This is an optimization exercise on Yosys and OpenROAD, whose aim is small area, not a production implementation.
In this exercise RTL edits were held to simulation tests only and were not proved equivalent to the original.
No activity file was given, so power comes from the tool's default toggle rates.

## flow/config.mk

```make
export PLATFORM = sky130hd
export DESIGN_NAME = blockGame
export DESIGN_NICKNAME = blockGame
export VERILOG_FILES = /design/flow/design.v
export SDC_FILE = /design/flow/constraint.sdc
export NUM_CORES = 4
export LEC_CHECK = 0
export CAP_MARGIN = 20
export CORE_MARGIN = 2
export CORE_UTILIZATION = 40
export SLEW_MARGIN = 20
```

## flow/constraint.sdc

```tcl
create_clock -name core_clock -period 10.0 [get_ports {board_clk}]
set_input_delay 2.0000 -clock core_clock [delete_from_list [all_inputs] [get_ports {board_clk}]]
set_output_delay 2.0000 -clock core_clock [all_outputs]
set_load 0.01 [all_outputs]
```

## flow/design.v

```verilog
module clock_converter(board_clk, rst, update_en, clk_en, clk);
input board_clk, rst;
output update_en, clk_en;
output reg clk;
reg update;
reg [21:0]count;	
reg a;
always@(posedge board_clk)
	begin
		if (rst == 1'b1)
			begin
				count <= 22'd0;
				update <= 1'b0;
			end
		else
			begin
				count <= count + 22'd1;
				if(count == 22'd12500)
				begin
					update <= ~update;
					count <= 22'd0;
				end
			end
	end
assign update_en = (count == 22'd12500) && (update == 1'b0);
always@(posedge board_clk)
	begin
		if (rst == 1'b1)
			begin
				a <= 1'b0;
				clk <= 1'b0;
			end
		else
			begin
				a <= ~a; 
				clk <= a;
			end
	end
assign clk_en = a | rst;
endmodule
module VGA_Controller(clk, clk_en, rst, xCount, yCount, ScreenArea, hsync, vsync, blank_n);
input clk, clk_en, rst;
output reg [9:0]xCount, yCount; 
output reg ScreenArea;  
output hsync, vsync, blank_n;
reg p_hSync, p_vSync; 
localparam [9:0] porchHF = 10'd640;  
localparam [9:0] syncH = 10'd655; 
localparam [9:0] porchHB = 10'd747;  
localparam [9:0] maxH = 10'd793;  
localparam [9:0] porchVF = 10'd480;  
localparam [9:0] syncV = 10'd490;  
localparam [9:0] porchVB = 10'd492;  
localparam [9:0] maxV = 10'd525;  
always@(posedge clk)
	if (rst == 1'b1)
		xCount <= 10'd0;
	else if (clk_en)
	begin
		if(xCount == maxH)
			xCount <= 10'd0;
		else
			xCount <= xCount + 10'd1;
	end
always@(posedge clk)
	if (rst == 1'b1)
		yCount <= 10'd0;
	else if (clk_en)
	begin
		if(xCount == maxH)
			begin
				if(yCount == maxV)
					yCount <= 10'd0;
				else
					yCount <= yCount + 10'd1;
			end
	end
always@(posedge clk) if (clk_en)  
	begin
		ScreenArea <= ((xCount < porchHF) && (yCount < porchVF)); 
	end
always@(posedge clk) if (clk_en)  
	begin
		p_hSync <= ((xCount >= syncH) && (xCount < porchHB)); 
		p_vSync <= ((yCount >= syncV) && (yCount < porchVB)); 
	end
assign vsync = ~p_vSync; 
assign hsync = ~p_hSync;
assign blank_n = ScreenArea;
endmodule 
module player_movement(clk, clk_en, update_en, rst, up, down, left, right, xCount, yCount, player);
input clk, clk_en, update_en, rst, up, down, left, right;
input [9:0]xCount;
input [9:0]yCount;
output player;
reg player;
wire rst;
reg [9:0] playerX[0:31];
reg [8:0] playerY[0:31];
wire [9:0] xCount;
wire [9:0] yCount;
always @(posedge clk) if (clk_en) 
	begin	
		player <= (xCount > playerX[0] && xCount < (playerX[0] + 10'd20)) && (yCount > playerY[0] && yCount < (playerY[0] + 10'd20));
	end
reg [2:0]S; 
reg [2:0]NS;
localparam UP = 3'd0, 
	DOWN = 3'd1,
	LEFT = 3'd2, 
	RIGHT = 3'd3, 
	STAY = 3'd4;
always @(posedge clk) if (rst || update_en) 
	begin
		if (rst == 1'b1)
			S <= STAY;
		else
			S <= NS;
	end
always @(*) 
	case (S)
		UP:
			begin
				if(up == 1'b0)
					NS = UP;
				else
					NS = STAY;
			end
		DOWN:
			begin
				if(down == 1'b0)
					NS = DOWN;
				else
					NS = STAY;
			end
		LEFT:
			begin
				if(left == 1'b0)
					NS = LEFT;
				else
					NS = STAY;
			end
		RIGHT:
			begin
				if(right == 1'b0)
					NS = RIGHT;
				else
					NS = STAY;
			end
		STAY: 
			begin
				if(up == 1'b0)
					NS = UP;
				else if (down == 1'b0)
					NS = DOWN;
				else if (left == 1'b0)
					NS = LEFT;
				else if (right == 1'b0)
					NS = RIGHT;
				else
					NS = STAY;
			end
		default:
			NS = STAY;
	endcase
always @(posedge clk) if (rst || update_en) 
	begin
	if (rst == 1'b1)
		begin  
			playerX[0] <= 10'd75;
			playerY[0] <= 9'd385;
		end
	else
		case(S)
			UP:
				playerY[0] <= (playerY[0] - 9'd4);
			DOWN:
				playerY[0] <= (playerY[0] + 9'd4);
			LEFT:
				playerX[0] <= (playerX[0] - 10'd4);
			RIGHT:
				playerX[0] <= (playerX[0] + 10'd4);
			STAY:
				begin
					playerX[0] <= playerX[0];
					playerY[0] <= playerY[0];
				end
		endcase
	end
endmodule 
module collision(clk, clk_en, rst, player, blocks, border, end_zone, xCount, yCount, win, game_over); 
input clk, clk_en, rst, player, border, end_zone;
input [15:0]blocks;
input [9:0]xCount;
input [9:0]yCount;
output win, game_over;  
wire player;
wire end_zone;
wire border;
wire [15:0]blocks;
wire [9:0] xCount;
wire [9:0] yCount;
reg game_over; 
reg win; 
wire hitbox;  
wire goal;  
assign goal = player && end_zone;
assign hitbox = (player && border) || (player && (blocks[0] || blocks[1] || blocks[2] || blocks[3] || blocks[4] || blocks[5] || blocks[6] || blocks[7] || blocks[8] || blocks[9] || blocks[10] || blocks [11] || blocks[12] || blocks[13] || blocks[14] || blocks[15]));
localparam RUN = 2'd0, WIN = 2'd1, LOSE = 2'd2;
reg [1:0]S;
reg [1:0]NS;
always @(posedge clk) if (clk_en)
	begin
		if (rst == 1'b1)
			S <= RUN;
		else
			S <= NS;
	end
always @(*) 
	case (S)
		RUN: 
			begin
				if (goal == 1'b1)
					NS = WIN;
				else if (hitbox == 1'b1)
					NS = LOSE;
				else
					NS = RUN;
			end
		WIN:	 
			NS = WIN;
		LOSE:
			NS = LOSE;
		default:
			NS = S;
	endcase
always @(posedge clk) if (clk_en) 
	begin
		if (rst == 1'b1)
			begin
				win <= 1'b0;
				game_over <= 1'b0;
			end
		else
			begin
				case (S)
					RUN:
						begin
							win <= 1'b0;
							game_over <= 1'b0;
						end
					WIN:
						win <= 1'b1;
					LOSE:
						game_over <= 1'b1;
				endcase
			end
	end
endmodule 
module level0_generator(clk, clk_en, update_en, rst, xCount, yCount, blocks);	 
input clk, clk_en, update_en, rst;
input [9:0]xCount;
input [9:0]yCount;
wire [9:0] xCount;
wire [9:0] yCount;
output [15:0]blocks;  
assign blocks[0] = blockV;
assign blocks[1] = blockH;
assign blocks[2] = blockS;
assign blocks[15:3] = 13'd0;
reg blockV;
reg blockH;
reg blockS;
reg [9:0] blockVX [0:31];
reg [8:0] blockVY [0:31];
reg [9:0] blockHX [0:31];
reg [8:0] blockHY [0:31];
reg [9:0] blockSX [0:31];
reg [8:0] blockSY [0:31];
always @(posedge clk) if (clk_en) 
	begin	
		blockV <= (xCount > blockVX[0] && xCount < (blockVX[0] + 10'd50)) && (yCount > blockVY[0] && yCount < (blockVY[0] + 10'd50));
		blockH <= (xCount > blockHX[0] && xCount < (blockHX[0] + 10'd50)) && (yCount > blockHY[0] && yCount < (blockHY[0] + 10'd50));
		blockS <= (xCount > blockSX[0] && xCount < (blockSX[0] + 10'd50)) && (yCount > blockSY[0] && yCount < (blockSY[0] + 10'd50));
	end
always @(posedge clk) if (rst || update_en)
	begin
		if (rst == 1'b1)  
			begin 
				blockVX[0] <= 10'd300;
				blockVY[0] <= 9'd75;
			end
		else if (blockVY[0] >= 9'd406)
			blockVY[0] <= 9'd25;  
		else
			blockVY[0] <= blockVY[0] + 9'd5;
	end
always @(posedge clk) if (rst || update_en)
	begin
		if (rst == 1'b1)  
			begin
				blockHX[0] <= 10'd566;
				blockHY[0] <= 9'd249;
			end
		else if (blockHX[0] == 10'd0)
			blockHX[0] <= 10'd616;  
		else
			blockHX[0] <= blockHX[0] - 10'd7;
	end
always @(posedge clk) if (rst || update_en)
	begin
		if (rst == 1'b1)  
			begin 
				blockSX[0] <= 10'd515;
				blockSY[0] <= 9'd100;
			end
	end
endmodule 
module level1_generator(clk, clk_en, update_en, rst, xCount, yCount, blocks);	 
input clk, clk_en, update_en, rst;
input [9:0]xCount;
input [9:0]yCount;
wire [9:0] xCount;
wire [9:0] yCount;
output [15:0]blocks; 
assign blocks[0] = blockS1;
assign blocks[1] = blockS2;
assign blocks[2] = blockS3;
assign blocks[3] = blockS4;
assign blocks[4] = blockS5;
assign blocks[5] = blockH1;
assign blocks[6] = blockH2;
assign blocks[7] = blockH3;
assign blocks[8] = blockH4;
assign blocks[9] = blockH5;
assign blocks[10] = blockV1;
assign blocks[11] = blockV2;
assign blocks[12] = blockV3;
assign blocks[13] = blockV4;
assign blocks[14] = blockV5;
assign blocks[15] = blockV6;
reg blockS1;
reg blockS2;
reg blockS3;
reg blockS4;
reg blockS5;
reg blockH1;
reg blockH2;
reg blockH3;
reg blockH4;
reg blockH5;
reg blockV1;
reg blockV2;
reg blockV3;
reg blockV4;
reg blockV5;
reg blockV6;
reg [9:0] blockS1X [0:31];
reg [8:0] blockS1Y [0:31];
reg [9:0] blockS2X [0:31];
reg [8:0] blockS2Y [0:31];
reg [9:0] blockS3X [0:31];
reg [8:0] blockS3Y [0:31];
reg [9:0] blockS4X [0:31];
reg [8:0] blockS4Y [0:31];
reg [9:0] blockS5X [0:31];
reg [8:0] blockS5Y [0:31];
reg [9:0] blockH1X [0:31];
reg [8:0] blockH1Y [0:31];
reg [9:0] blockH2X [0:31];
reg [8:0] blockH2Y [0:31];
reg [9:0] blockH3X [0:31];
reg [8:0] blockH3Y [0:31];
reg [9:0] blockH4X [0:31];
reg [8:0] blockH4Y [0:31];
reg [9:0] blockH5X [0:31];
reg [8:0] blockH5Y [0:31];
reg [9:0] blockV1X [0:31];
reg [8:0] blockV1Y [0:31];
reg [9:0] blockV2X [0:31];
reg [8:0] blockV2Y [0:31];
reg [9:0] blockV3X [0:31];
reg [8:0] blockV3Y [0:31];
reg [9:0] blockV4X [0:31];
reg [8:0] blockV4Y [0:31];
reg [9:0] blockV5X [0:31];
reg [8:0] blockV5Y [0:31];
reg [9:0] blockV6X [0:31];
reg [8:0] blockV6Y [0:31];
always @(posedge clk) if (clk_en) 
	begin	
		blockS1 <= (xCount > blockS1X[0] && xCount < (blockS1X[0] + 10'd75)) && (yCount > blockS1Y[0] && yCount < (blockS1Y[0] + 10'd75));
		blockS2 <= (xCount > blockS2X[0] && xCount < (blockS2X[0] + 10'd75)) && (yCount > blockS2Y[0] && yCount < (blockS2Y[0] + 10'd75));
		blockS3 <= (xCount > blockS3X[0] && xCount < (blockS3X[0] + 10'd75)) && (yCount > blockS3Y[0] && yCount < (blockS3Y[0] + 10'd75));
		blockS4 <= (xCount > blockS4X[0] && xCount < (blockS4X[0] + 10'd75)) && (yCount > blockS4Y[0] && yCount < (blockS4Y[0] + 10'd75));
		blockS5 <= (xCount > blockS5X[0] && xCount < (blockS5X[0] + 10'd75)) && (yCount > blockS5Y[0] && yCount < (blockS5Y[0] + 10'd75));
		blockH1 <= (xCount > blockH1X[0] && xCount < (blockH1X[0] + 10'd20)) && (yCount > blockH1Y[0] && yCount < (blockH1Y[0] + 10'd20));
		blockH2 <= (xCount > blockH2X[0] && xCount < (blockH2X[0] + 10'd20)) && (yCount > blockH2Y[0] && yCount < (blockH2Y[0] + 10'd20));
		blockH3 <= (xCount > blockH3X[0] && xCount < (blockH3X[0] + 10'd20)) && (yCount > blockH3Y[0] && yCount < (blockH3Y[0] + 10'd20));
		blockH4 <= (xCount > blockH4X[0] && xCount < (blockH4X[0] + 10'd20)) && (yCount > blockH4Y[0] && yCount < (blockH4Y[0] + 10'd20));
		blockH5 <= (xCount > blockH5X[0] && xCount < (blockH5X[0] + 10'd20)) && (yCount > blockH5Y[0] && yCount < (blockH5Y[0] + 10'd20)); 
		blockV1 <= (xCount > blockV1X[0] && xCount < (blockV1X[0] + 10'd20)) && (yCount > blockV1Y[0] && yCount < (blockV1Y[0] + 10'd20));
		blockV2 <= (xCount > blockV2X[0] && xCount < (blockV2X[0] + 10'd20)) && (yCount > blockV2Y[0] && yCount < (blockV2Y[0] + 10'd20));
		blockV3 <= (xCount > blockV3X[0] && xCount < (blockV3X[0] + 10'd20)) && (yCount > blockV3Y[0] && yCount < (blockV3Y[0] + 10'd20));
		blockV4 <= (xCount > blockV4X[0] && xCount < (blockV4X[0] + 10'd20)) && (yCount > blockV4Y[0] && yCount < (blockV4Y[0] + 10'd20));
		blockV5 <= (xCount > blockV5X[0] && xCount < (blockV5X[0] + 10'd20)) && (yCount > blockV5Y[0] && yCount < (blockV5Y[0] + 10'd20));
		blockV6 <= (xCount > blockV6X[0] && xCount < (blockV6X[0] + 10'd20)) && (yCount > blockV6Y[0] && yCount < (blockV6Y[0] + 10'd20));
	end
always @(posedge clk) if (rst || update_en)
	begin
		if (rst == 1'b1)
			begin  
				blockS1X[0] <= 10'd70;
				blockS1Y[0] <= 9'd70;
				blockS2X[0] <= 10'd200;
				blockS2Y[0] <= 9'd155;
				blockS3X[0] <= 10'd200;
				blockS3Y[0] <= 9'd331;
				blockS4X[0] <= 10'd455;
				blockS4Y[0] <= 9'd290;
				blockS5X[0] <= 10'd455;
				blockS5Y[0] <= 9'd70;
			end
	end
always @(posedge clk) if (rst || update_en)
	begin
		if (rst == 1'b1)  
			begin
				blockH1X[0] <= 10'd215;
				blockH1Y[0] <= 9'd165;
				blockH2X[0] <= 10'd215;
				blockH2Y[0] <= 9'd210;
				blockH3X[0] <= 10'd510;
				blockH3Y[0] <= 9'd340;
				blockH4X[0] <= 10'd510;
				blockH4Y[0] <= 9'd300;
				blockH5X[0] <= 10'd510;
				blockH5Y[0] <= 9'd120;
			end 
		else if (blockH1X[0] <= 10'd50)
			blockH1X[0] <= 10'd215;
		else if (blockH2X[0] <= 10'd50)
			blockH2X[0] <= 10'd215;
		else if (blockH3X[0] >= 10'd588)
			blockH3X[0] <= 10'd510;
		else if (blockH4X[0] >= 10'd588)
			blockH4X[0] <= 10'd510;
		else if (blockH5X[0] >= 10'd588)
			blockH5X[0] <= 10'd510;
		else  
			begin 
				blockH1X[0] <= blockH1X[0] - 10'd3;
				blockH2X[0] <= blockH2X[0] - 10'd3;
				blockH3X[0] <= blockH3X[0] + 10'd3;
				blockH4X[0] <= blockH4X[0] + 10'd3;
				blockH5X[0] <= blockH5X[0] + 10'd3;	
			end
		end
always @(posedge clk) if (rst || update_en)
	begin
		if (rst == 1'b1)  
				begin
				blockV1X[0] <= 10'd205;
				blockV1Y[0] <= 9'd336;
				blockV2X[0] <= 10'd250;
				blockV2Y[0] <= 9'd336;
				blockV3X[0] <= 10'd460;
				blockV3Y[0] <= 9'd336;
				blockV4X[0] <= 10'd505;
				blockV4Y[0] <= 9'd336;
				blockV5X[0] <= 10'd460;
				blockV5Y[0] <= 9'd300;
				blockV6X[0] <= 10'd505;
				blockV6Y[0] <= 9'd300;
			end
		else if (blockV1Y[0] <= 10'd205)
			blockV1Y[0] <= 10'd336;
		else if (blockV2Y[0] <= 10'd205)
			blockV2Y[0] <= 10'd336;
		else if (blockV3Y[0] >= 10'd426)
			blockV3Y[0] <= 10'd336;
		else if (blockV4Y[0] >= 10'd426)
			blockV4Y[0] <= 10'd336;
		else if (blockV5Y[0] <= 10'd125)
			blockV5Y[0] <= 10'd300;
		else if (blockV6Y[0] <= 10'd125)
			blockV6Y[0] <= 10'd300;
		else  
			begin
				blockV1Y[0] <= blockV1Y[0] - 10'd3;
				blockV2Y[0] <= blockV2Y[0] - 10'd3;
				blockV3Y[0] <= blockV3Y[0] + 10'd3;
				blockV4Y[0] <= blockV4Y[0] + 10'd3;
				blockV5Y[0] <= blockV5Y[0] - 10'd3;
				blockV6Y[0] <= blockV6Y[0] - 10'd3;
			end
		end
endmodule 
module level2_generator(clk, clk_en, update_en, rst, xCount, yCount, blocks);	 
input clk, clk_en, update_en, rst;
input [9:0]xCount;
input [9:0]yCount;
wire [9:0] xCount;
wire [9:0] yCount;
output [15:0]blocks; 
assign blocks[0] = blockS;
assign blocks[1] = blockH1;
assign blocks[2] = blockH2;
assign blocks[3] = blockH3;
assign blocks[4] = blockH4;
assign blocks[5] = blockH5;
assign blocks[6] = blockH6;
assign blocks[7] = blockV1;
assign blocks[8] = blockV2;
assign blocks[9] = blockV3;
assign blocks[10] = blockV4;
assign blocks[11] = blockV5;
assign blocks[15:12] = 4'd0;
reg blockS;
reg blockH1;
reg blockH2;
reg blockH3;
reg blockH4;
reg blockH5;
reg blockH6;
reg blockV1;
reg blockV2;
reg blockV3;
reg blockV4;
reg blockV5;
reg [9:0] blockSX [0:31];
reg [8:0] blockSY [0:31];
reg [9:0] blockH1X [0:31];
reg [8:0] blockH1Y [0:31];
reg [9:0] blockH2X [0:31];
reg [8:0] blockH2Y [0:31];
reg [9:0] blockH3X [0:31];
reg [8:0] blockH3Y [0:31];
reg [9:0] blockH4X [0:31];
reg [8:0] blockH4Y [0:31];
reg [9:0] blockH5X [0:31];
reg [8:0] blockH5Y [0:31];
reg [9:0] blockH6X [0:31];
reg [8:0] blockH6Y [0:31];
reg [9:0] blockV1X [0:31];
reg [8:0] blockV1Y [0:31];
reg [9:0] blockV2X [0:31];
reg [8:0] blockV2Y [0:31];
reg [9:0] blockV3X [0:31];
reg [8:0] blockV3Y [0:31];
reg [9:0] blockV4X [0:31];
reg [8:0] blockV4Y [0:31];
reg [9:0] blockV5X [0:31];
reg [8:0] blockV5Y [0:31];
always @(posedge clk) if (clk_en) 
	begin	
		blockS <= (xCount > blockSX[0] && xCount < (blockSX[0]+10'd412)) && (yCount > blockSY[0] && yCount < (blockSY[0]+10'd281));
		blockH1 <= (xCount > blockH1X[0] && xCount < (blockH1X[0] + 10'd15)) && (yCount > blockH1Y[0] && yCount < (blockH1Y[0] + 10'd15));
		blockH2 <= (xCount > blockH2X[0] && xCount < (blockH2X[0] + 10'd15)) && (yCount > blockH2Y[0] && yCount < (blockH2Y[0] + 10'd15));
		blockH3 <= (xCount > blockH3X[0] && xCount < (blockH3X[0] + 10'd15)) && (yCount > blockH3Y[0] && yCount < (blockH3Y[0] + 10'd15));
		blockH4 <= (xCount > blockH4X[0] && xCount < (blockH4X[0] + 10'd15)) && (yCount > blockH4Y[0] && yCount < (blockH4Y[0] + 10'd15));
		blockH5 <= (xCount > blockH5X[0] && xCount < (blockH5X[0] + 10'd25)) && (yCount > blockH5Y[0] && yCount < (blockH5Y[0] + 10'd25));
		blockH6 <= (xCount > blockH6X[0] && xCount < (blockH6X[0] + 10'd25)) && (yCount > blockH6Y[0] && yCount < (blockH6Y[0] + 10'd25));
		blockV1 <= (xCount > blockV1X[0] && xCount < (blockV1X[0] + 10'd10)) && (yCount > blockV1Y[0] && yCount < (blockV1Y[0] + 10'd10));
		blockV2 <= (xCount > blockV2X[0] && xCount < (blockV2X[0] + 10'd10)) && (yCount > blockV2Y[0] && yCount < (blockV2Y[0] + 10'd10)); 
		blockV3 <= (xCount > blockV3X[0] && xCount < (blockV3X[0] + 10'd20)) && (yCount > blockV3Y[0] && yCount < (blockV3Y[0] + 10'd20));
		blockV4 <= (xCount > blockV4X[0] && xCount < (blockV4X[0] + 10'd20)) && (yCount > blockV4Y[0] && yCount < (blockV4Y[0] + 10'd20));
		blockV5 <= (xCount > blockV5X[0] && xCount < (blockV5X[0] + 10'd10)) && (yCount > blockV5Y[0] && yCount < (blockV5Y[0] + 10'd10));
	end
always @(posedge clk) if (rst || update_en)
	begin
		if (rst == 1'b1)  
			begin
				blockSX[0] <= 10'd165;
				blockSY[0] <= 9'd125;
			end
	end
always @(posedge clk) if (rst || update_en)
	begin
		if (rst == 1'b1)
			begin  
				blockH1X[0] <= 10'd165;
				blockH1Y[0] <= 9'd350;
				blockH2X[0] <= 10'd165;
				blockH2Y[0] <= 9'd315;
				blockH3X[0] <= 10'd165;
				blockH3Y[0] <= 9'd280;
				blockH4X[0] <= 10'd165;
				blockH4Y[0] <= 9'd245;
				blockH5X[0] <= 10'd165;
				blockH5Y[0] <= 9'd75;
				blockH6X[0] <= 10'd455;
				blockH6Y[0] <= 9'd100;
			end
		else if (blockH1X[0] <= 10'd75)
			blockH1X[0] <= 10'd165;
		else if (blockH2X[0] <= 10'd75)
			blockH2X[0] <= 10'd165;
		else if (blockH3X[0] <= 10'd75)
			blockH3X[0] <= 10'd165;
		else if (blockH4X[0] <= 10'd75)
			blockH4X[0] <= 10'd165;
		else if (blockH5X[0] >= 10'd435)
			blockH5X[0] <= 10'd165;
		else if (blockH6X[0] <= 10'd165)
			blockH6X[0] <= 10'd455;
		else
			begin  
				blockH1X[0] <= blockH1X[0] - 10'd1;
				blockH2X[0] <= blockH2X[0] - 10'd2;
				blockH3X[0] <= blockH3X[0] - 10'd2;
				blockH4X[0] <= blockH4X[0] - 10'd2;
				blockH5X[0] <= blockH5X[0] + 10'd5;
				blockH6X[0] <= blockH6X[0] - 10'd4;
			end
	end
always @(posedge clk) if (rst || update_en)
	begin
		if (rst == 1'b1)  
			begin
				blockV1X[0] <= 10'd515;
				blockV1Y[0] <= 9'd125;
				blockV2X[0] <= 10'd490;
				blockV2Y[0] <= 9'd125;
				blockV3X[0] <= 10'd75;
				blockV3Y[0] <= 9'd340;
				blockV4X[0] <= 10'd105;
				blockV4Y[0] <= 9'd340;
				blockV5X[0] <= 10'd540;
				blockV5Y[0] <= 9'd125;
			end
		else if (blockV1Y[0] <= 10'd75)
			blockV1Y[0] <= 10'd125;
		else if (blockV2Y[0] <= 10'd75)
			blockV2Y[0] <= 10'd125;
		else if (blockV3Y[0] <= 10'd125)
			blockV3Y[0] <= 10'd340;
		else if (blockV4Y[0] <= 10'd125)
			blockV4Y[0] <= 10'd340;
		else if (blockV5Y[0] <= 10'd75)
			blockV5Y[0] <= 10'd125;	
		else  
			begin
				blockV1Y[0] <= blockV1Y[0] - 10'd3;
				blockV2Y[0] <= blockV2Y[0] - 10'd3;	
				blockV3Y[0] <= blockV3Y[0] - 10'd9;
				blockV4Y[0] <= blockV4Y[0] - 10'd9;
				blockV5Y[0] <= blockV5Y[0] - 10'd3;
			end
		end
endmodule 
module text(clk, clk_en, rst, xCount, yCount, game_over_text, win_text, level_text, level_num0_text, level_num1_text, level_num2_text);
input clk, clk_en, rst;
input [9:0]xCount;
input [9:0] yCount;
wire [9:0] xCount;
wire [9:0] yCount;
output game_over_text;
output win_text;
output level_text;
output level_num0_text;
output level_num1_text;
output level_num2_text;
wire game_over_text;
assign game_over_text = (go1 || go2 || go3 || go4 || go5 || go6 || go7 || go8 || go9 || go10);
reg [9:0] game_overX[0:31];
reg [8:0] game_overY[0:31];
reg go1, go2, go3, go4, go5;
reg go6, go7, go8, go9, go10;
always @(posedge clk) if (clk_en) 
	begin	
			if (rst == 1'b1)
				begin
					game_overX[0] <= 10'd200;
					game_overY[0] <= 9'd200;
				end
			else
				begin
					go1 <= ((yCount >= (game_overY[0] + 9'd0))  && (yCount < (game_overY[0] + 9'd10)))  &&  ( ( (xCount >= (game_overX[0] + 10'd10)) && (xCount < (game_overX[0] + 10'd50)) ) || ( (xCount >= (game_overX[0] + 10'd90)) && (xCount < (game_overX[0] + 10'd100)) ) || ( (xCount >= (game_overX[0] + 10'd140)) && (xCount < (game_overX[0] + 10'd150)) ) || ( (xCount >= (game_overX[0] + 10'd180)) && (xCount < (game_overX[0] + 10'd190)) ) || ( (xCount >= (game_overX[0] + 10'd210)) && (xCount < (game_overX[0] + 10'd260)) )  );
					go2 <= ((yCount >= (game_overY[0] + 9'd10)) && (yCount < (game_overY[0] + 9'd20)))  &&  ( ( (xCount >= (game_overX[0] + 10'd0)) && (xCount < (game_overX[0] + 10'd10)) ) || ( (xCount >= (game_overX[0] + 10'd80)) && (xCount < (game_overX[0] + 10'd90)) ) || ( (xCount >= (game_overX[0] + 10'd100)) && (xCount < (game_overX[0] + 10'd110)) ) || ( (xCount >= (game_overX[0] + 10'd140)) && (xCount < (game_overX[0] + 10'd160)) ) || ( (xCount >= (game_overX[0] + 10'd170)) && (xCount < (game_overX[0] + 10'd190)) ) || ( (xCount >= (game_overX[0] + 10'd210)) && (xCount < (game_overX[0] + 10'd220)) ) );
					go3 <= ((yCount >= (game_overY[0] + 9'd20)) && (yCount < (game_overY[0] + 9'd30)))  &&  ( ( (xCount >= (game_overX[0] + 10'd0)) && (xCount < (game_overX[0] + 10'd10)) ) || ( (xCount >= (game_overX[0] + 10'd30)) && (xCount < (game_overX[0] + 10'd50)) ) || ( (xCount >= (game_overX[0] + 10'd70)) && (xCount < (game_overX[0] + 10'd80)) ) || ( (xCount >= (game_overX[0] + 10'd110)) && (xCount < (game_overX[0] + 10'd120)) ) || ( (xCount >= (game_overX[0] + 10'd140)) && (xCount < (game_overX[0] + 10'd150)) ) || ( (xCount >= (game_overX[0] + 10'd160)) && (xCount < (game_overX[0] + 10'd170)) ) || ( (xCount >= (game_overX[0] + 10'd180)) && (xCount < (game_overX[0] + 10'd190)) ) || ( (xCount >= (game_overX[0] + 10'd210)) && (xCount < (game_overX[0] + 10'd240)) ) );
					go4 <= ((yCount >= (game_overY[0] + 9'd30)) && (yCount < (game_overY[0] + 9'd40)))  &&  ( ( (xCount >= (game_overX[0] + 10'd0)) && (xCount < (game_overX[0] + 10'd10)) ) || ( (xCount >= (game_overX[0] + 10'd40)) && (xCount < (game_overX[0] + 10'd50)) ) || ( (xCount >= (game_overX[0] + 10'd70)) && (xCount < (game_overX[0] + 10'd120)) ) || ( (xCount >= (game_overX[0] + 10'd140)) && (xCount < (game_overX[0] + 10'd150)) ) || ( (xCount >= (game_overX[0] + 10'd180)) && (xCount < (game_overX[0] + 10'd190)) ) || ( (xCount >= (game_overX[0] + 10'd210)) && (xCount < (game_overX[0] + 10'd220)) ) );
					go5 <= ((yCount >= (game_overY[0] + 9'd40)) && (yCount < (game_overY[0] + 9'd50)))  &&  ( ( (xCount >= (game_overX[0] + 10'd10)) && (xCount < (game_overX[0] + 10'd50)) ) || ( (xCount >= (game_overX[0] + 10'd70)) && (xCount < (game_overX[0] + 10'd80)) ) || ( (xCount >= (game_overX[0] + 10'd110)) && (xCount < (game_overX[0] + 10'd120)) ) || ( (xCount >= (game_overX[0] + 10'd140)) && (xCount < (game_overX[0] + 10'd150)) ) || ( (xCount >= (game_overX[0] + 10'd180)) && (xCount < (game_overX[0] + 10'd190)) ) || ( (xCount >= (game_overX[0] + 10'd210)) && (xCount < (game_overX[0] + 10'd260)) ) );
					go6 <=  ((yCount >= (game_overY[0] + 9'd60))  && (yCount < (game_overY[0] + 9'd70)))  &&  ( ( (xCount >= (game_overX[0] + 10'd10)) && (xCount < (game_overX[0] + 10'd40)) ) || ( (xCount >= (game_overX[0] + 10'd70)) && (xCount < (game_overX[0] + 10'd80)) ) || ( (xCount >= (game_overX[0] + 10'd110)) && (xCount < (game_overX[0] + 10'd120)) ) || ( (xCount >= (game_overX[0] + 10'd140)) && (xCount < (game_overX[0] + 10'd190)) ) || ( (xCount >= (game_overX[0] + 10'd210)) && (xCount < (game_overX[0] + 10'd250)) ) );
					go7 <=  ((yCount >= (game_overY[0] + 9'd70))  && (yCount < (game_overY[0] + 9'd80)))  &&  ( ( (xCount >= (game_overX[0] + 10'd0)) && (xCount < (game_overX[0] + 10'd10)) ) || ( (xCount >= (game_overX[0] + 10'd40)) && (xCount < (game_overX[0] + 10'd50)) ) || ( (xCount >= (game_overX[0] + 10'd70)) && (xCount < (game_overX[0] + 10'd80)) ) || ( (xCount >= (game_overX[0] + 10'd110)) && (xCount < (game_overX[0] + 10'd120)) ) || ( (xCount >= (game_overX[0] + 10'd140)) && (xCount < (game_overX[0] + 10'd150)) ) || ( (xCount >= (game_overX[0] + 10'd210)) && (xCount < (game_overX[0] + 10'd220)) ) || ( (xCount >= (game_overX[0] + 10'd250)) && (xCount < (game_overX[0] + 10'd260)) ) );
					go8 <=  ((yCount >= (game_overY[0] + 9'd80))  && (yCount < (game_overY[0] + 9'd90)))  &&  ( ( (xCount >= (game_overX[0] + 10'd0)) && (xCount < (game_overX[0] + 10'd10)) ) || ( (xCount >= (game_overX[0] + 10'd40)) && (xCount < (game_overX[0] + 10'd50)) ) || ( (xCount >= (game_overX[0] + 10'd70)) && (xCount < (game_overX[0] + 10'd80)) ) || ( (xCount >= (game_overX[0] + 10'd110)) && (xCount < (game_overX[0] + 10'd120)) ) || ( (xCount >= (game_overX[0] + 10'd140)) && (xCount < (game_overX[0] + 10'd170)) ) || ( (xCount >= (game_overX[0] + 10'd210)) && (xCount < (game_overX[0] + 10'd250)) ) );
					go9 <=  ((yCount >= (game_overY[0] + 9'd90))  && (yCount < (game_overY[0] + 9'd100))) &&  ( ( (xCount >= (game_overX[0] + 10'd0)) && (xCount < (game_overX[0] + 10'd10)) ) || ( (xCount >= (game_overX[0] + 10'd40)) && (xCount < (game_overX[0] + 10'd50)) ) || ( (xCount >= (game_overX[0] + 10'd80)) && (xCount < (game_overX[0] + 10'd90)) ) || ( (xCount >= (game_overX[0] + 10'd100)) && (xCount < (game_overX[0] + 10'd110)) ) || ( (xCount >= (game_overX[0] + 10'd140)) && (xCount < (game_overX[0] + 10'd150)) ) || ( (xCount >= (game_overX[0] + 10'd210)) && (xCount < (game_overX[0] + 10'd220)) ) || ( (xCount >= (game_overX[0] + 10'd250)) && (xCount < (game_overX[0] + 10'd260)) ) );
					go10 <= ((yCount >= (game_overY[0] + 9'd100)) && (yCount < (game_overY[0] + 9'd110))) &&  ( ( (xCount >= (game_overX[0] + 10'd10)) && (xCount < (game_overX[0] + 10'd40)) ) || ( (xCount >= (game_overX[0] + 10'd90)) && (xCount < (game_overX[0] + 10'd100)) ) || ( (xCount >= (game_overX[0] + 10'd140)) && (xCount < (game_overX[0] + 10'd190)) ) || ( (xCount >= (game_overX[0] + 10'd210)) && (xCount < (game_overX[0] + 10'd220)) ) || ( (xCount >= (game_overX[0] + 10'd250)) && (xCount < (game_overX[0] + 10'd260)) ) );
				end
	end
wire win_text;
assign win_text = (win1 || win2 || win3 || win4 || win5);
reg [9:0] wt_X[0:31];
reg [8:0] wt_Y[0:31];
reg win1, win2, win3, win4, win5;
always @(posedge clk) if (clk_en)
	begin
		if (rst == 1'b1)
			begin
				wt_X[0] <= 10'd230;
				wt_Y[0] <= 9'd230;
			end
		else
			begin
			win1 <= ((yCount >= (wt_Y[0] + 9'd0))  && (yCount < (wt_Y[0] + 9'd10)))  && ( ( (xCount >= (wt_X[0] + 10'd0)) && (xCount < (wt_X[0] + 10'd10)) ) || ( (xCount >= (wt_X[0] + 10'd40)) && (xCount < (wt_X[0] + 10'd50)) ) || ( (xCount >= (wt_X[0] + 10'd70)) && (xCount < (wt_X[0] + 10'd120)) ) || ( (xCount >= (wt_X[0] + 10'd140)) && (xCount < (wt_X[0] + 10'd150)) ) || ((xCount >= (wt_X[0] + 10'd180)) && (xCount < (wt_X[0] + 10'd190)) ) || ( (xCount >= (wt_X[0] + 10'd200)) && (xCount < (wt_X[0] + 10'd210)) ) );
			win2 <= ((yCount >= (wt_Y[0] + 9'd10)) && (yCount < (wt_Y[0] + 9'd20)))  && ( ( (xCount >= (wt_X[0] + 10'd0)) && (xCount < (wt_X[0] + 10'd10)) ) || ( (xCount >= (wt_X[0] + 10'd40)) && (xCount < (wt_X[0] + 10'd50)) ) || ( (xCount >= (wt_X[0] + 10'd90)) && (xCount < (wt_X[0] + 10'd100)) ) || ( (xCount >= (wt_X[0] + 10'd140)) && (xCount < (wt_X[0] + 10'd160)) ) || ((xCount >= (wt_X[0] + 10'd180)) && (xCount < (wt_X[0] + 10'd190)) ) || ( (xCount >= (wt_X[0] + 10'd200)) && (xCount < (wt_X[0] + 10'd210)) ) );
			win3 <= ((yCount >= (wt_Y[0] + 9'd20)) && (yCount < (wt_Y[0] + 9'd30)))  && ( ( (xCount >= (wt_X[0] + 10'd0)) && (xCount < (wt_X[0] + 10'd10)) ) || ( (xCount >= (wt_X[0] + 10'd20)) && (xCount < (wt_X[0] + 10'd30)) ) || ( (xCount >= (wt_X[0] + 10'd40)) && (xCount < (wt_X[0] + 10'd50)) ) || ( (xCount >= (wt_X[0] + 10'd90)) && (xCount < (wt_X[0] + 10'd100)) ) || ( (xCount >= (wt_X[0] + 10'd140)) && (xCount < (wt_X[0] + 10'd150)) ) || ((xCount >= (wt_X[0] + 10'd160)) && (xCount < (wt_X[0] + 10'd170)) ) || ( (xCount >= (wt_X[0] + 10'd180)) && (xCount < (wt_X[0] + 10'd190)) ) || ( (xCount >= (wt_X[0] + 10'd200)) && (xCount < (wt_X[0] + 10'd210)) ) );
			win4 <= ((yCount >= (wt_Y[0] + 9'd30)) && (yCount < (wt_Y[0] + 9'd40)))  && ( ( (xCount >= (wt_X[0] + 10'd0)) && (xCount < (wt_X[0] + 10'd20)) ) || ( (xCount >= (wt_X[0] + 10'd30)) && (xCount < (wt_X[0] + 10'd50)) ) || ( (xCount >= (wt_X[0] + 10'd90)) && (xCount < (wt_X[0] + 10'd100)) ) || ( (xCount >= (wt_X[0] + 10'd140)) && (xCount < (wt_X[0] + 10'd150)) ) || ((xCount >= (wt_X[0] + 10'd170)) && (xCount < (wt_X[0] + 10'd190)) ) );
			win5 <= ((yCount >= (wt_Y[0] + 9'd40)) && (yCount < (wt_Y[0] + 9'd50)))  && ( ( (xCount >= (wt_X[0] + 10'd0)) && (xCount < (wt_X[0] + 10'd10)) ) || ( (xCount >= (wt_X[0] + 10'd40)) && (xCount < (wt_X[0] + 10'd50)) ) || ( (xCount >= (wt_X[0] + 10'd70)) && (xCount < (wt_X[0] + 10'd120)) ) || ( (xCount >= (wt_X[0] + 10'd140)) && (xCount < (wt_X[0] + 10'd150)) ) || ((xCount >= (wt_X[0] + 10'd180)) && (xCount < (wt_X[0] + 10'd190)) ) || ( (xCount >= (wt_X[0] + 10'd200)) && (xCount < (wt_X[0] + 10'd210)) ) );
			end
	end
wire level_text;
wire level_num0_text;
wire level_num1_text;
wire level_num2_text;
reg [9:0] level_X[0:31];
reg [8:0] level_Y[0:31];
assign level_text = (lvl1 || lvl2 || lvl3 || lvl4 || lvl5);
assign level_num0_text = (lvnon1 || lvnon2 || lvnon3 || lvnon4);
assign level_num1_text = (lvone1 || lvone2 || lvone3);
assign level_num2_text = (lvtwo1 || lvtwo2 || lvtwo3 || lvtwo4 || lvtwo5);
reg lvl1, lvl2, lvl3, lvl4, lvl5;
reg lvnon1, lvnon2, lvnon3, lvnon4;
reg lvone1, lvone2, lvone3;
reg lvtwo1, lvtwo2, lvtwo3, lvtwo4, lvtwo5;
always @(posedge clk) if (clk_en)
	begin
		level_X[0] = 10'd300;
		level_Y[0] = 9'd35;
		lvl1 <= ((yCount >= (level_Y[0] + 9'd0))  && (yCount < (level_Y[0] + 9'd2)))  && ( ( (xCount >= (level_X[0] + 10'd0)) && (xCount < (level_X[0] + 10'd2)) )  || ( (xCount >= (level_X[0] + 10'd12)) && (xCount < (level_X[0] + 10'd22)) ) || ( (xCount >= (level_X[0] + 10'd24)) && (xCount < (level_X[0] + 10'd26)) ) || ( (xCount >= (level_X[0] + 10'd32)) && (xCount < (level_X[0] + 10'd34)) ) || ( (xCount >= (level_X[0] + 10'd36)) && (xCount < (level_X[0] + 10'd46)) ) || ( (xCount >= (level_X[0] + 10'd48)) && (xCount < (level_X[0] + 10'd50)) ) );
		lvl2 <= ((yCount >= (level_Y[0] + 9'd2))  && (yCount < (level_Y[0] + 9'd4)))  && ( ( (xCount >= (level_X[0] + 10'd0)) && (xCount < (level_X[0] + 10'd2)) )  || ( (xCount >= (level_X[0] + 10'd12)) && (xCount < (level_X[0] + 10'd14)) ) || ( (xCount >= (level_X[0] + 10'd24)) && (xCount < (level_X[0] + 10'd26)) ) || ( (xCount >= (level_X[0] + 10'd32)) && (xCount < (level_X[0] + 10'd34)) ) || ( (xCount >= (level_X[0] + 10'd36)) && (xCount < (level_X[0] + 10'd38)) ) || ( (xCount >= (level_X[0] + 10'd48)) && (xCount < (level_X[0] + 10'd50)) ) );
		lvl3 <= ((yCount >= (level_Y[0] + 9'd4))  && (yCount < (level_Y[0] + 9'd6)))  && ( ( (xCount >= (level_X[0] + 10'd0)) && (xCount < (level_X[0] + 10'd2)) )  || ( (xCount >= (level_X[0] + 10'd12)) && (xCount < (level_X[0] + 10'd18)) ) || ( (xCount >= (level_X[0] + 10'd24)) && (xCount < (level_X[0] + 10'd26)) ) || ( (xCount >= (level_X[0] + 10'd32)) && (xCount < (level_X[0] + 10'd34)) ) || ( (xCount >= (level_X[0] + 10'd36)) && (xCount < (level_X[0] + 10'd42)) ) || ( (xCount >= (level_X[0] + 10'd48)) && (xCount < (level_X[0] + 10'd50)) ) );
		lvl4 <= ((yCount >= (level_Y[0] + 9'd6))  && (yCount < (level_Y[0] + 9'd8)))  && ( ( (xCount >= (level_X[0] + 10'd0)) && (xCount < (level_X[0] + 10'd2)) )  || ( (xCount >= (level_X[0] + 10'd12)) && (xCount < (level_X[0] + 10'd14)) ) || ( (xCount >= (level_X[0] + 10'd26)) && (xCount < (level_X[0] + 10'd28)) ) || ( (xCount >= (level_X[0] + 10'd30)) && (xCount < (level_X[0] + 10'd32)) ) || ( (xCount >= (level_X[0] + 10'd36)) && (xCount < (level_X[0] + 10'd38)) ) || ( (xCount >= (level_X[0] + 10'd48)) && (xCount < (level_X[0] + 10'd50)) ) );
		lvl5 <= ((yCount >= (level_Y[0] + 9'd8))  && (yCount < (level_Y[0] + 9'd10))) && ( ( (xCount >= (level_X[0] + 10'd0)) && (xCount < (level_X[0] + 10'd10)) ) || ( (xCount >= (level_X[0] + 10'd12)) && (xCount < (level_X[0] + 10'd22)) ) || ( (xCount >= (level_X[0] + 10'd28)) && (xCount < (level_X[0] + 10'd30)) ) || ( (xCount >= (level_X[0] + 10'd36)) && (xCount < (level_X[0] + 10'd46)) ) || ( (xCount >= (level_X[0] + 10'd48)) && (xCount < (level_X[0] + 10'd58)) )  );
		lvnon1 <= ((yCount >= (level_Y[0] + 9'd0)) && (yCount < (level_Y[0] + 9'd2))) && ((xCount >= (level_X[0] + 10'd62)) && (xCount < (level_X[0] + 10'd66)));
		lvnon2 <= ((yCount >= (level_Y[0] + 9'd2)) && (yCount < (level_Y[0] + 9'd8))) && ((xCount >= (level_X[0] + 10'd60)) && (xCount < (level_X[0] + 10'd62)));
		lvnon3 <= ((yCount >= (level_Y[0] + 9'd2)) && (yCount < (level_Y[0] + 9'd8))) && ((xCount >= (level_X[0] + 10'd66)) && (xCount < (level_X[0] + 10'd68)));
		lvnon4 <= ((yCount >= (level_Y[0] + 9'd8)) && (yCount < (level_Y[0] + 9'd10))) && ((xCount >= (level_X[0] + 10'd62)) && (xCount < (level_X[0] + 10'd66)));
		lvone1 <= ((yCount >= (level_Y[0] + 9'd0))  && (yCount < (level_Y[0] + 9'd2)))   && ( (xCount >= (level_X[0] + 10'd62)) && (xCount < (level_X[0] + 10'd66)) );
		lvone2 <= ((yCount >= (level_Y[0] + 9'd2))  && (yCount < (level_Y[0] + 9'd8)))   && ( (xCount >= (level_X[0] + 10'd64)) && (xCount < (level_X[0] + 10'd66)) );
		lvone3 <= ((yCount >= (level_Y[0] + 9'd8))  && (yCount < (level_Y[0] + 9'd10)))  && ( (xCount >= (level_X[0] + 10'd62)) && (xCount < (level_X[0] + 10'd68)) );
		lvtwo1 <= ((yCount >= (level_Y[0] + 9'd0))  && (yCount < (level_Y[0] + 9'd2)))   && ( (xCount >= (level_X[0] + 10'd60)) && (xCount < (level_X[0] + 10'd68)) );
		lvtwo2 <= ((yCount >= (level_Y[0] + 9'd2))  && (yCount < (level_Y[0] + 9'd4)))   && ( (xCount >= (level_X[0] + 10'd68)) && (xCount < (level_X[0] + 10'd70)) );
		lvtwo3 <= ((yCount >= (level_Y[0] + 9'd4))  && (yCount < (level_Y[0] + 9'd6)))   && ( (xCount >= (level_X[0] + 10'd62)) && (xCount < (level_X[0] + 10'd68)) );
		lvtwo4 <= ((yCount >= (level_Y[0] + 9'd6))  && (yCount < (level_Y[0] + 9'd8)))   && ( (xCount >= (level_X[0] + 10'd60)) && (xCount < (level_X[0] + 10'd62)) );
		lvtwo5 <= ((yCount >= (level_Y[0] + 9'd8))  && (yCount < (level_Y[0] + 9'd10)))  && ( (xCount >= (level_X[0] + 10'd60)) && (xCount < (level_X[0] + 10'd70)) );
	end
endmodule 
module blockGame(board_clk, rst, VGA_R, VGA_G, VGA_B, hsync, vsync, clk, blank_n, up, down, left, right, levelselect1, levelselect2);
input board_clk, rst; 
input up,down, left, right;   
input levelselect1, levelselect2;  
output hsync, vsync, clk, blank_n;  
clock_converter clocks(board_clk, rst, update_en, clk_en, clk);  
wire clk; 
wire update_en;
wire clk_en;
player_movement move(board_clk, clk_en, update_en, rst, up, down, left, right, xCount, yCount, player);
wire player;
level0_generator lv0(board_clk, clk_en, update_en, rst, xCount, yCount, blocks1);
level1_generator lv1(board_clk, clk_en, update_en, rst, xCount, yCount, blocks2);
level2_generator lv2(board_clk, clk_en, update_en, rst, xCount, yCount, blocks3);
wire [15:0]blocks1;
wire [15:0]blocks2;
wire [15:0]blocks3;
reg [15:0]blocks;
always @(posedge board_clk) if (clk_en)
	begin
		if (levelselect1 == 1'b0 && levelselect2 == 1'b0)
			blocks <= blocks1;
		else if (levelselect1 == 1'b1 && levelselect2 == 1'b0)
			blocks <= blocks2;
		else
			blocks <= blocks3;
	end
collision WL(board_clk, clk_en, rst, player, blocks, border, end_zone, xCount, yCount, win, game_over);
wire game_over;
wire win;
reg end_zone;
always @(posedge board_clk) if (clk_en)
	begin
		end_zone <= ((xCount >= 540) && (xCount <= 565)) && ((yCount >= 75) && (yCount <= 100)) ;
	end
reg  border;
always @(posedge board_clk) if (clk_en) 
	begin
		border <= (((xCount >= 0) && (xCount < 75) || (xCount >= 566) && (xCount < 641)) || ((yCount >= 0) && (yCount < 75) || (yCount >= 406) && (yCount < 481)));
	end
wire game_over_text;
wire win_text;
wire level_text;
wire level_num0_text;
wire level_num1_text;
wire level_num2_text;
text words(board_clk, clk_en, rst, xCount, yCount, game_over_text, win_text,level_text, level_num0_text, level_num1_text, level_num2_text);
wire [9:0] xCount; 
wire [9:0] yCount;
wire ScreenArea;
VGA_Controller VGA(board_clk, clk_en, rst, xCount, yCount, ScreenArea, hsync, vsync, blank_n);
output reg [7:0]VGA_R, VGA_G, VGA_B;
reg R;
reg G;
reg B;
always @(posedge board_clk) if (clk_en)
	begin
		if (game_over == 1'b0)
			begin
				if (win == 1'b0)
					begin
						if (levelselect1 == 1'b0 && levelselect2 == 1'b0)
							begin
								R <= ((border && !level_text && !level_num0_text) || player || blocks[2]);
								G <= ((border && !level_text && !level_num0_text) || end_zone || blocks[0]);
								B <= (!player &&((border && !level_text && !level_num0_text) || blocks[0] || blocks[1] || blocks[2]));
							end
						else if (levelselect1 == 1'b1 && levelselect2 == 1'b0)
							begin
								R <= (( (border && !level_text && !level_num1_text) || player || blocks[0] || blocks[1] || blocks[2] || blocks[3] || blocks[4]));
								G <= ((border && !level_text && !level_num1_text) || end_zone || blocks[10] || blocks[11] || blocks[12] || blocks[13] || blocks[14] || blocks[15]);
								B <= (!player &&((border && !level_text && !level_num1_text) || blocks[0] || blocks[1]|| blocks[2] || blocks[3] || blocks[4] || blocks[5] || blocks[6] || blocks[7] || blocks[8] || blocks[9] || blocks[10] || blocks[11] || blocks[12] || blocks[13] || blocks[14] || blocks[15]));
							end
						else
							begin
								R <= (( (border && !level_text && !level_num2_text) || player || blocks[0]));
								G <= ((border && !level_text && !level_num2_text) || end_zone || blocks[7] || blocks[8] || blocks[9] || blocks[10] || blocks[11]);
								B <= (!player &&((border && !level_text && !level_num2_text) || blocks[0] || blocks[1]|| blocks[2] || blocks[3] || blocks[4] || blocks[5] || blocks[6] || blocks[7] || blocks[8] || blocks[9] || blocks[10] || blocks[11]));					
							end
					end
				else
					begin
						R <= 1'b0;
						G <= ScreenArea & !win_text;
						B <= 1'b0;
					end
			end
		else
			begin
				R <= ScreenArea & !game_over_text;
				G <= 1'b0;
				B <= 1'b0;
			end
	end
always @(posedge board_clk) if (clk_en)
	begin
		VGA_R <= {8{R}};
		VGA_G <= {8{G}};
		VGA_B <= {8{B}};
	end 
endmodule 
```

## flow/run.sh

```bash
#!/bin/bash
# synth_recipe.tcl (not shown) runs the flow's synth.tcl, then flattens the netlist and writes it again
# the make line also repeats each setting of config.mk as NAME=value (left out here)
make -C /OpenROAD-flow-scripts/flow DESIGN_CONFIG=/design/flow/config.mk WORK_HOME=/design/flow/orfs CLKGATE_MAP_FILE= SYNTH_SCRIPT=/design/flow/synth_recipe.tcl finish
```

==> run notes <==
==> layer usage <==
metal / part of all wire, % / wire length (um) / vias to the layer above / GRT usage [%]
li1: - / - / 14020 / -
met1: 46 / 44450 / 13460 / 29.55
met2: 45 / 43030 / 822 / 34.69
met3: 6.0 / 5802 / 180 / 3.066
met4: 2.8 / 2700 / 4 / 5.845
met5: 0.026 / 25 / - / 0
==> critical path, cell delays in order <==
cell	delay, ns
buf_4	0.16
buf_4	0.50
nor2_1	0.26
clkinv_2	0.08
buf_4	0.73
nand2_1	0.20
nor2_1	0.20
nand2_1	0.10
xor2_1	0.16
nor2_1	0.05
==> report_power, final <==
part           switching (W)  internal, W
Sequential          0.000103      0.00186
Clock               0.000718     0.000945
Combinational       0.000405     0.000299
==> stage by stage <==
stage,setup slack [ns],hold WS (ns)
2_1_floorplan,5.572,0.4003
3_3_place_gp,5.336,0.4108
3_5_place_dp,5.359,0.4297
4_1_cts,5.984,0.4435
5_1_grt,5.744,0.4436
6_report,5.961,0.4384
==> synth_stat cells (31+ instances only) <==
cell type  count  area share (%)
ha_1         573              21
nor2_1       376             4.0
edfxtp_1     340              29
inv_1        310             3.3
nand2_1      302             3.3
xnor2_1      289             7.3
a21oi_1      207             3.0
o21ai_0      167             2.4
nor3_1       114             1.6
nand3_1      109             1.6
clkbuf_1      83            0.89
nand4_1       83             1.5
nor2b_1       73             1.3
a21o_1        69             1.5
xor2_1        57             1.4
a211oi_1      46            0.99
dfxtp_1       45             2.6
nor4_1        38            0.68
nand2b_1      36            0.65
or3_1         35            0.63
o211ai_1      34            0.73
a31oi_1       31            0.56
and3_1        31            0.56
==> path summary, 6_finish.rpt <==
kind / startpoint / to / slack (ns) / cells after the start
max reg2reg: VGA.yCount[0]$_SDFFE_PP0P_ / lv2.blockH6$_DFFE_PN_ / 6.36 / 7
max: rst / VGA.xCount[8]$_SDFFE_PP0N_ / 5.96 / 10
min reg2reg: B$_SDFFCE_PP0N_ / VGA_B[0]$_DFFE_PN_ / 0.44 / 0
min: B$_SDFFCE_PP0N_ / VGA_B[0]$_DFFE_PN_ / 0.44 / 0
==> logic make-up after synthesis <==
logic type / Yosys count / share of synthesized area, %
AOI/OAI and AO/OA: 782 / 14.62
xor gates and xnor gates: 346 / 8.689
adders and majority gates: 575 / 20.67
buffers and inverters: 453 / 5.188
DFF: 385 / 31.86
muxes: 5 / 0.1435
other: 1 / 0.01075
and+or+nand+nor: 1332 / 18.81
==> cell type report <==
| cell class | instances | area share [%] |
|---|---|---|
| multi-input cells | 3041 | 58.09 |
| flip-flops and latches | 385 | 29.44 |
| well taps | 1155 | 3.821 |
| clock buffers | 55 | 3.272 |
| inverters | 317 | 3.149 |
| repair buffers | 68 | 1.575 |
| clock inverters | 31 | 0.6517 |
==> reports/qor.log <==
[yosys] sequential element share of the synthesized area 31.86%
[placement] placed cell area 36330 um^2
[layout] leading cell types in the layout, fill and taps excluded ha_1 (573), nor2_1 (374), edfxtp_1 (340)
[die] initial core utilization 40.26%
[die] placeable core area 86620 um^2
[yosys] Warnings, synthesis 79
[power] power per cell area 114.5 nW/um^2
[layout] most common cell after layout, fill and taps aside ha_1
[global_route] global-route wire length before repair 154.4 mm
[timing] Final setup violation count 0
[hold_path] type of the tightest min-delay check reg -> reg
[critical_path] arrival time reported for the critical path endpoint 4.51 ns
[routing] via/cell ratio 5.638
[die] floorplan die width 299.3 um
[global_route] remaining global-route overflow 0
[placement] routability-driven placement congestion ratio 0.9758
[yosys] number of enable-type register cells in the synthesized netlist 340
[layout] final core utilization 43.67%
[layout] non-filler cells, final 5052
[placement] placed insts 4966
[placement] port buffer count 35
[die] I/O pins 36
[critical_path] worst setup path class in -> reg
[clock_network] level count of the clock H-tree 2
[global_route] largest net degree at the start of global routing 79
[die] placement row count 108
[layout] final design instance area without fill 37820 um^2
[power] IR drop worst, VDD 0.1206 mV
[layout] growth of design area from synthesis to finish 8.453%
[yosys] post-synthesis net count 4462
[job] total of max-cap violations 0
[timing] RSZ-0062 raised after global routing false
[global_route] global routing usage summed across all routing layers 21.33%
[layout] registers with the most flip-flops clocks.count x22, blocks x16
[timing] Max Freq 247.6 MHz
[timing] final number of hold-violating endpoints 0
[clock_network] hold buffer count at cts 0
[timing] final period demand of the worst path 4.039 ns
[yosys] post-synthesis sequential element count 385
[clock_network] Clk Latency, worst-skew pair 0.59 ns
[routing] vias after detailed routing 28480
[power] total power consumption of the routed design 0.004332 W
[yosys] top_reg_cell synth edfxtp_1
[timing] share of the clock period used by the worst path 40.39%
[timing] headroom to the max-slew limit 33.39%
[clock_network] post_cts resized 0
[yosys] average cell area after synthesis 8.991 um^2
[layout] number of antenna repair diodes 0
[layout] Largest Register clocks.count
[routing] drc violations 0
[status] outcome finished clean
[layout] area occupied by multi-input gates 21970 um^2
[critical_path] worst path required time 10.47 ns
[timing] worst slew pin tran 0.9888 ns
[layout] register cell area after layout 11130 um^2
[layout] Largest register FFs 22
[critical_path] kind of launch point of the worst setup path primary input
[critical_path] nature of the critical path endpoint flip-flop
[layout] final-stage net count 4443
[routing] sum of routed wire length over all layers 96.01 mm
[yosys] Post-Syn Instances 3879
[timing] max-slew violations 0
[global_route] via count of the first global-routing pass 27780
[clock_network] CTS tree built
[routing] initial DRC count 2294
[yosys] post-synthesis async set-or-reset flop share 0%
[timing] final setup TNS 0 ns
[clock_network] register clock-pin slew on the reported worst setup and hold paths 0.07 ns
[routing] first-pass detailed-route iteration total 8
[power] Leakage 16.10 nW
[layout] fraction of layout cells with a size suffix above 1 4.260%
[routing] average wire per cell in the routed design 19.00 um
[clock_network] Clock Sink Count 385
[clock_network] total clock buffers created by CTS 47
[yosys] Unique masters post-synth 87
[die] die area 89570 um^2
[clock_network] root buf cell clkbuf_16
[layout] final-layout fill cell count 8467
[critical_path] Critical Path Fanout Max 78
[routing] post-detailed-route count of antenna-violating nets 0
[yosys] summed instance area of the synthesized netlist 34870 um^2
[clock_network] Clock Tree Buf Depth 3
[global_route] antenna violations before repair 4
[timing] worst clock skew on the final layout 0.01949 ns
[placement] detailed placer's ending HPWL 71.05 mm
[clock_network] number of buffers inserted by post-CTS setup repair 0
[die] Die H 299.3 um

==> static timing again, ports no longer ideal <==
No port has a modelled driver above. Below, the same layout with a new extraction and two added sets of constraints. Step 1 assumes that a clkbuf_16 drives the clock port and a buf_2 every other input. Step 2, shift: input delay + t, output delay - t, t = (earliest + latest rising clock arrival at the registers) / 2. This alone moves slack from input paths to output paths. Slacks: no drivers / after step 1 / after step 2; pairs: no drivers / after step 1.
t, ns: 0.648
slack for setup (ns): 5.961 / 5.985 / 5.337
worst setup path after step 2: input to register
slew at the worst register clock pin (ns): 0.07 / 0.07
pins driven straight from the clock port: 1
After both steps this run still meets setup and hold. The setup slack of this run moves by +0.024 ns with the drivers and by -0.624 ns with both steps.
